From an optimization exercise on the open Yosys and OpenROAD flow, aimed at small area and a short achievable clock period; shortcuts taken in it are not production practice.
Only simulation tests tie the RTL to the original design; equivalence was not proved.
Power is estimated from default activity; no workload was simulated.

// alu_top
module alu_top (
    input             clk,
    input      [7:0]  a,
    input      [7:0]  b,
    input      [3:0]  sel,
    output reg [15:0] out
);
    reg  [7:0]  a_q, b_q;
    reg  [3:0]  sel_q;
    wire [15:0] alu_out;
    always @(posedge clk) begin
        a_q   <= a;
        b_q   <= b;
        sel_q <= sel;
        out   <= alu_out;
    end
    alu u_alu (.a(a_q), .b(b_q), .sel(sel_q), .out(alu_out));
endmodule
Size in the first run: roughly 650 cells after synthesis, roughly 37 I/O pins.
clock: 32.0 ns
lec_check: 0
abc_area: 1
cap_margin: 20
core_margin: 2
core_utilization: 50
slew_margin: 20
standard.sh (not shown) runs the stock make flow with config.mk's settings and CLKGATE_MAP_FILE= SYNTH_SCRIPT=/design/flow/synth_recipe.tcl, a recipe that flattens the netlist after the stock synthesis.
==> flow/flow/run.sh <==
#!/bin/bash
# Layout flow: the standard ORFS layout (standard.sh) with these changes:
#  - synthesis is synth_recipe.tcl, except that ABC runs flow/synth.abc and
#    Yosys's full/half-adder extraction (extract_fa) is applied only to the
#    adder and multiplier modules (flow/fa_modules.txt), which are kept as
#    separate modules until the end of synthesis (SYNTH_HIERARCHICAL=1) and
#    then flattened by synth_recipe.tcl as usual;
#  - the resizer keeps a larger setup slack margin (flow/margin.txt), so it
#    sizes the critical paths instead of stopping at the 32 ns constraint;
#  - Yosys's synth runs with -noabc, so the adder extraction sees the logic as
#    written and the one ABC run (flow/synth.abc) maps everything;
#  - the smallest buffer (buf_1) on each port.
# Each tool's output goes to a log file in this folder.
set -euo pipefail
W=$(pwd)
MARGIN=$(cat flow/margin.txt)
FAMODS=$(cat flow/fa_modules.txt)
{
  echo "proc abc {args} {"
  echo "  set i [lsearch \$args -script]"
  echo "  if {\$i >= 0} { lset args [expr {\$i + 1}] $W/flow/synth.abc }"
  echo "  yosys abc {*}\$args"
  echo "}"
  echo "proc extract_fa {args} { yosys extract_fa {*}\$args $FAMODS }"
  cat synth_recipe.tcl
} > my_synth.tcl
EXTRA=(SYNTH_ARGS=-noabc)
[ -n "$FAMODS" ] && EXTRA+=(SYNTH_HIERARCHICAL=1 SYNTH_INSBUF=0)
[ -z "$FAMODS" ] && EXTRA+=(ADDER_MAP_FILE=)
bash standard.sh SYNTH_SCRIPT=$W/my_synth.tcl SETUP_SLACK_MARGIN=$MARGIN "${EXTRA[@]}" \
  "BUFFER_PORTS_ARGS=-buffer_cell sky130_fd_sc_hd__buf_1" finish > orfs_make.log 2>&1
cp orfs/logs/*/alu_top/base/*.log . 2>/dev/null || true
==> flow/flow/fa_modules.txt <==
alu_addsub alu_mul
==> flow/flow/margin.txt <==
24
==> flow/flow/synth.abc <==
strash
 dch
 map -D 5000
 topo
 stime -c
The starting point completed with no timing, DRC or antenna violations.
Rerun with:
==> flow/flow/run.sh (replaced) <==
#!/bin/bash
# Layout flow: the standard ORFS layout (standard.sh) with these changes:
#  - synthesis is synth_recipe.tcl, except that
#    * the adder and multiplier modules (flow/fa_modules.txt) are kept as
#      separate modules until the end of synthesis (SYNTH_HIERARCHICAL=1,
#      then synth_recipe.tcl flattens as usual), and Yosys's full/half-adder
#      extraction (extract_fa) is applied to those modules only;
#    * Yosys's synth runs with -noabc, so the adder extraction sees the logic
#      as written;
#    * ABC maps the multiplier module with flow/synth_mul.abc (area-oriented)
#      and everything else with flow/synth.abc (delay-oriented);
#  - the resizer keeps a larger setup slack margin (flow/margin.txt), so it
#    sizes the critical paths instead of stopping at the 32 ns constraint;
#  - the smallest buffer (buf_1) on each port.
# Each tool's output goes to a log file in this folder.
set -euo pipefail
W=$(pwd)
MARGIN=$(cat flow/margin.txt)
FAMODS=$(cat flow/fa_modules.txt)
MULMODS=$(cat flow/mul_modules.txt)
{
  echo "proc abc {args} {"
  echo "  set i [lsearch \$args -script]"
  echo "  if {\$i < 0} { yosys abc {*}\$args; return }"
  echo "  set a1 \$args; lset a1 [expr {\$i + 1}] $W/flow/synth.abc"
  echo "  set a2 \$args; lset a2 [expr {\$i + 1}] $W/flow/synth_mul.abc"
  echo "  yosys abc {*}\$a2 $MULMODS"
  echo "  yosys abc {*}\$a1"
  echo "}"
  echo "proc extract_fa {args} { yosys extract_fa {*}\$args $FAMODS }"
  cat synth_recipe.tcl
} > my_synth.tcl
bash standard.sh SYNTH_SCRIPT=$W/my_synth.tcl SETUP_SLACK_MARGIN=$MARGIN \
  SYNTH_ARGS=-noabc SYNTH_HIERARCHICAL=1 SYNTH_INSBUF=0 \
  "BUFFER_PORTS_ARGS=-buffer_cell sky130_fd_sc_hd__buf_1" finish > orfs_make.log 2>&1
cp orfs/logs/*/alu_top/base/*.log . 2>/dev/null || true
==> flow/flow/mul_modules.txt (new file) <==
alu_addsub alu_mul
==> flow/flow/synth.abc (replaced) <==
strash
 dch
 map -B 0.5
 topo
 stime -c
==> flow/flow/synth_mul.abc (new file) <==
strash
 dch
 map -a
 topo
 stime -c
 buffer -c
 upsize -c
 dnsize -c
Outcome:
- count of clock-buffer cells in the layout drops by 2
- worst setup slack is better by 260 ps
- total power drops by 3.8%
- final area drops by 8.3%
- combinational power drops by about 10%
- utilization drops by 4.9 points
- global-route usage drops by 1.5 points
- clock skew drops by 9.7 ps
Rerun with:
==> flow/flow/margin.txt (replaced) <==
24.25
==> flow/flow/synth.abc (replaced) <==
strash
 dc2
 dch -f
 map -B 0.9
 topo
 stime -c
Outcome: Setup slack gains 84 ps; worst hold slack loses 62 ps; register-to-register slack gains 170 ps.
Rerun with:
==> flow/flow/synth.abc (replaced) <==
strash
 dc2
 dch
 map -B 0.9
 topo
 stime -c
Settings changed: CTS_BUF_LIST from default to sky130_fd_sc_hd__clkbuf_4.
Result: The changed run produced a clean layout. Flip-flop and latch count is unchanged. Die area is about the same. Worst setup slack got worse by 65 ps. Utilization rose by 0.27 points. Via count rose by 3.2%. Wire length rose by 3.8%. Synthesized area is about the same.


Setup of build 57:
Starting RTL as in the previous note.
==> flow/config.mk <==
export PLATFORM = sky130hd
export DESIGN_NAME = alu_top
export DESIGN_NICKNAME = alu_top
export VERILOG_FILES = /design/flow/design.v
export SDC_FILE = /design/flow/constraint.sdc
export NUM_CORES = 4
export LEC_CHECK = 0
export ABC_AREA = 1
export CAP_MARGIN = 20
export CORE_MARGIN = 2
export CORE_UTILIZATION = 50
export SLEW_MARGIN = 20
==> flow/constraint.sdc <==
create_clock -name core_clock -period 32.0 [get_ports {clk}]
set_input_delay 6.4000 -clock core_clock [delete_from_list [all_inputs] [get_ports {clk}]]
set_output_delay 6.4000 -clock core_clock [all_outputs]
set_load 0.01 [all_outputs]
==> flow/flow/run.sh <==
#!/bin/bash
# Layout flow: the standard ORFS layout (standard.sh) with these changes:
#  - synthesis is synth_recipe.tcl, except that
#    * the adder and multiplier modules (flow/fa_modules.txt) are kept as
#      separate modules until the end of synthesis (SYNTH_HIERARCHICAL=1,
#      then synth_recipe.tcl flattens as usual), and Yosys's full/half-adder
#      extraction (extract_fa) is applied to those modules only;
#    * Yosys's synth runs with -noabc, so the adder extraction sees the logic
#      as written;
#    * ABC maps the multiplier module with flow/synth_mul.abc (area-oriented)
#      and everything else with flow/synth.abc (delay-oriented);
#  - the resizer keeps a larger setup slack margin (flow/margin.txt), so it
#    sizes the critical paths instead of stopping at the 32 ns constraint;
#  - the smallest buffer (buf_1) on each port.
# Each tool's output goes to a log file in this folder.
set -euo pipefail
W=$(pwd)
MARGIN=$(cat flow/margin.txt)
FAMODS=$(cat flow/fa_modules.txt)
MULMODS=$(cat flow/mul_modules.txt)
{
  echo "proc abc {args} {"
  echo "  set i [lsearch \$args -script]"
  echo "  if {\$i < 0} { yosys abc {*}\$args; return }"
  echo "  set a1 \$args; lset a1 [expr {\$i + 1}] $W/flow/synth.abc"
  echo "  set a2 \$args; lset a2 [expr {\$i + 1}] $W/flow/synth_mul.abc"
  echo "  yosys abc {*}\$a2 $MULMODS"
  echo "  yosys abc {*}\$a1"
  echo "}"
  echo "proc extract_fa {args} { yosys extract_fa {*}\$args $FAMODS }"
  cat synth_recipe.tcl
} > my_synth.tcl
bash standard.sh SYNTH_SCRIPT=$W/my_synth.tcl SETUP_SLACK_MARGIN=$MARGIN \
  SYNTH_ARGS=-noabc SYNTH_HIERARCHICAL=1 SYNTH_INSBUF=0 \
  "BUFFER_PORTS_ARGS=-buffer_cell sky130_fd_sc_hd__buf_1" finish > orfs_make.log 2>&1
cp orfs/logs/*/alu_top/base/*.log . 2>/dev/null || true
==> flow/flow/margin.txt <==
24
==> flow/flow/mul_modules.txt <==
alu_addsub alu_mul
==> flow/flow/synth.abc <==
strash
 dch
 map -B 0.9
 topo
 stime -c
==> flow/flow/synth_mul.abc <==
strash
 dch
 map -a
 topo
 stime -c
 buffer -c
 upsize -c
 dnsize -c
Scripts as last shown in full above: flow/flow/fa_modules.txt
Having completed the whole flow, build 57 delivered a layout that passed the timing, design-rule and antenna checks.
--- input diff build 57..build 69 ---
==> flow/flow/synth.abc <==
strash
 dc2
 dch
 map -B 0.9
 topo
 stime -c
Findings:
Diff build 57 and build 69: register-to-register setup slack lower in build 69. Fraction of the cycle the final worst path needs: build 69 vs build 57 up 0.22 points. The detailed-route vias per instance of build 69 exceeds that of build 57 by 0.81%. Looking at worst setup path startpoint, the b_q[0] result is from build 69; the out[4] one comes from build 57. Summary of build 69 over build 57: detailed-route wire length on metal 1 has decreased, global-route wire length before repair has decreased, clock period minus final worst setup slack has increased. Power ended up 3.6% lower on build 69 than on build 57.
Here is what was changed in the inputs of build 74 compared with build 69.
==> flow/flow/margin.txt <==
24.5
Notes after the runs:
Re count of inserted antenna diode cells: no difference whatsoever between build 69 and build 74.
Diff build 69 -> build 74: core utilization up 2.5 points; total power up 4.4 µW.
Diff build 69 -> build 74: routed wire length has increased; final worst slack increased by 0.13 ns relative to the old numbers; sequential element share of the synthesized area neither gained nor lost much; H-tree depth flat; via count up 63.
In the tables for build 69 and build 74, cell depth of the worst setup path reads higher with build 69.
Edits applied to the flow inputs when going from build 74 to build 59:
==> flow/flow/run.sh <==
#!/bin/bash
# Layout flow: the standard ORFS layout (standard.sh) with these changes:
#  - synthesis is synth_recipe.tcl, except that ABC runs flow/synth.abc and
#    Yosys's full/half-adder extraction (extract_fa) is applied only to the
#    adder and multiplier modules (flow/fa_modules.txt), which are kept as
#    separate modules until the end of synthesis (SYNTH_HIERARCHICAL=1) and
#    then flattened by synth_recipe.tcl as usual;
#  - the resizer keeps a larger setup slack margin (flow/margin.txt), so it
#    sizes the critical paths instead of stopping at the 32 ns constraint;
#  - Yosys's synth runs with -noabc, so the adder extraction sees the logic as
#    written and the one ABC run (flow/synth.abc) maps everything;
#  - the smallest buffer (buf_1) on each port.
# Each tool's output goes to a log file in this folder.
set -euo pipefail
W=$(pwd)
MARGIN=$(cat flow/margin.txt)
FAMODS=$(cat flow/fa_modules.txt)
{
  echo "proc abc {args} {"
  echo "  set i [lsearch \$args -script]"
  echo "  if {\$i >= 0} { lset args [expr {\$i + 1}] $W/flow/synth.abc }"
  echo "  yosys abc {*}\$args"
  echo "}"
  echo "proc extract_fa {args} { yosys extract_fa {*}\$args $FAMODS }"
  cat synth_recipe.tcl
} > my_synth.tcl
EXTRA=(SYNTH_ARGS=-noabc)
[ -n "$FAMODS" ] && EXTRA+=(SYNTH_HIERARCHICAL=1 SYNTH_INSBUF=0)
[ -z "$FAMODS" ] && EXTRA+=(ADDER_MAP_FILE=)
bash standard.sh SYNTH_SCRIPT=$W/my_synth.tcl SETUP_SLACK_MARGIN=$MARGIN "${EXTRA[@]}" \
  "BUFFER_PORTS_ARGS=-buffer_cell sky130_fd_sc_hd__buf_1" finish > orfs_make.log 2>&1
cp orfs/logs/*/alu_top/base/*.log . 2>/dev/null || true
==> flow/flow/margin.txt <==
24
==> flow/flow/synth.abc <==
strash
 dch
 map -B 0.9
 topo
 stime -c
removed: flow/flow/mul_modules.txt
removed: flow/flow/synth_mul.abc
==> results.txt <==
- Comparing build 74 against build 59, there is no change at all in post-synthesis async set-or-reset flop share.
- Compared with build 74, build 59 shows area used by multi-input combinational logic that has gone up by a few percent.
- The maximum ir drop on the vdd rail number comes out lower for build 74 vs build 59.
- Final routed wirelength across all metal layers: higher on build 59
- Build 59 ends up with higher wire length of the first global-routing pass than build 74 does.
- Cmp build 74 and build 59 / utilization / higher: build 74

[static timing again, ports no longer ideal]
How much do the figures lean on ideal ports? The routed layouts below were timed once more, with nothing changed but the port constraints. Step 1 (the two cells are an assumption about what drives the block):
set clk [get_ports {clk}]
set_driving_cell -lib_cell sky130_fd_sc_hd__clkbuf_16 $clk
set_driving_cell -lib_cell sky130_fd_sc_hd__buf_2 [delete_from_list [all_inputs] $clk]
Step 2 moves the port delays by t, midway between the first and last clock arrival at a register: inputs arrive t later, outputs are due t later. That takes back most of the time a late clock gives input paths. Slacks: ideal ports / drivers / drivers and shift; pairs: ideal ports / drivers.
| run | t, ns | slack for setup (ns) | worst setup path after step 2 | clock arrival spread, ns | worst register clock-pin slew, ns |
|---|---|---|---|---|---|
| the first run of note 1 | 0.316 | 24.489 / 24.489 / 24.489 | register to register | 0.019 / 0.019 | 0.08 / 0.08 |
| the second run of note 1 | 0.322 | 24.747 / 24.747 / 24.747 | register to register | 0.010 / 0.009 | 0.08 / 0.08 |
| the third run of note 1 | 0.327 | 24.831 / 24.797 / 24.920 | register to register | 0.011 / 0.011 | 0.09 / 0.09 |
| the fourth run of note 1 | 0.381 | 24.766 / 24.733 / 24.861 | register to register | 0.006 / 0.006 | 0.13 / 0.13 |
| build 57 | 0.335 | 24.775 / 24.742 / 24.993 | register to register | 0.030 / 0.029 | 0.11 / 0.11 |
| build 69 | 0.331 | 24.703 / 24.703 / 24.703 | register to register | 0.003 / 0.003 | 0.08 / 0.08 |
| build 74 | 0.332 | 24.836 / 24.800 / 25.058 | register to register | 0.004 / 0.004 | 0.08 / 0.08 |
| build 59 | 0.324 | 24.794 / 24.764 / 25.060 | register to register | 0.016 / 0.016 | 0.09 / 0.09 |
After both steps every run listed still meets setup and hold.
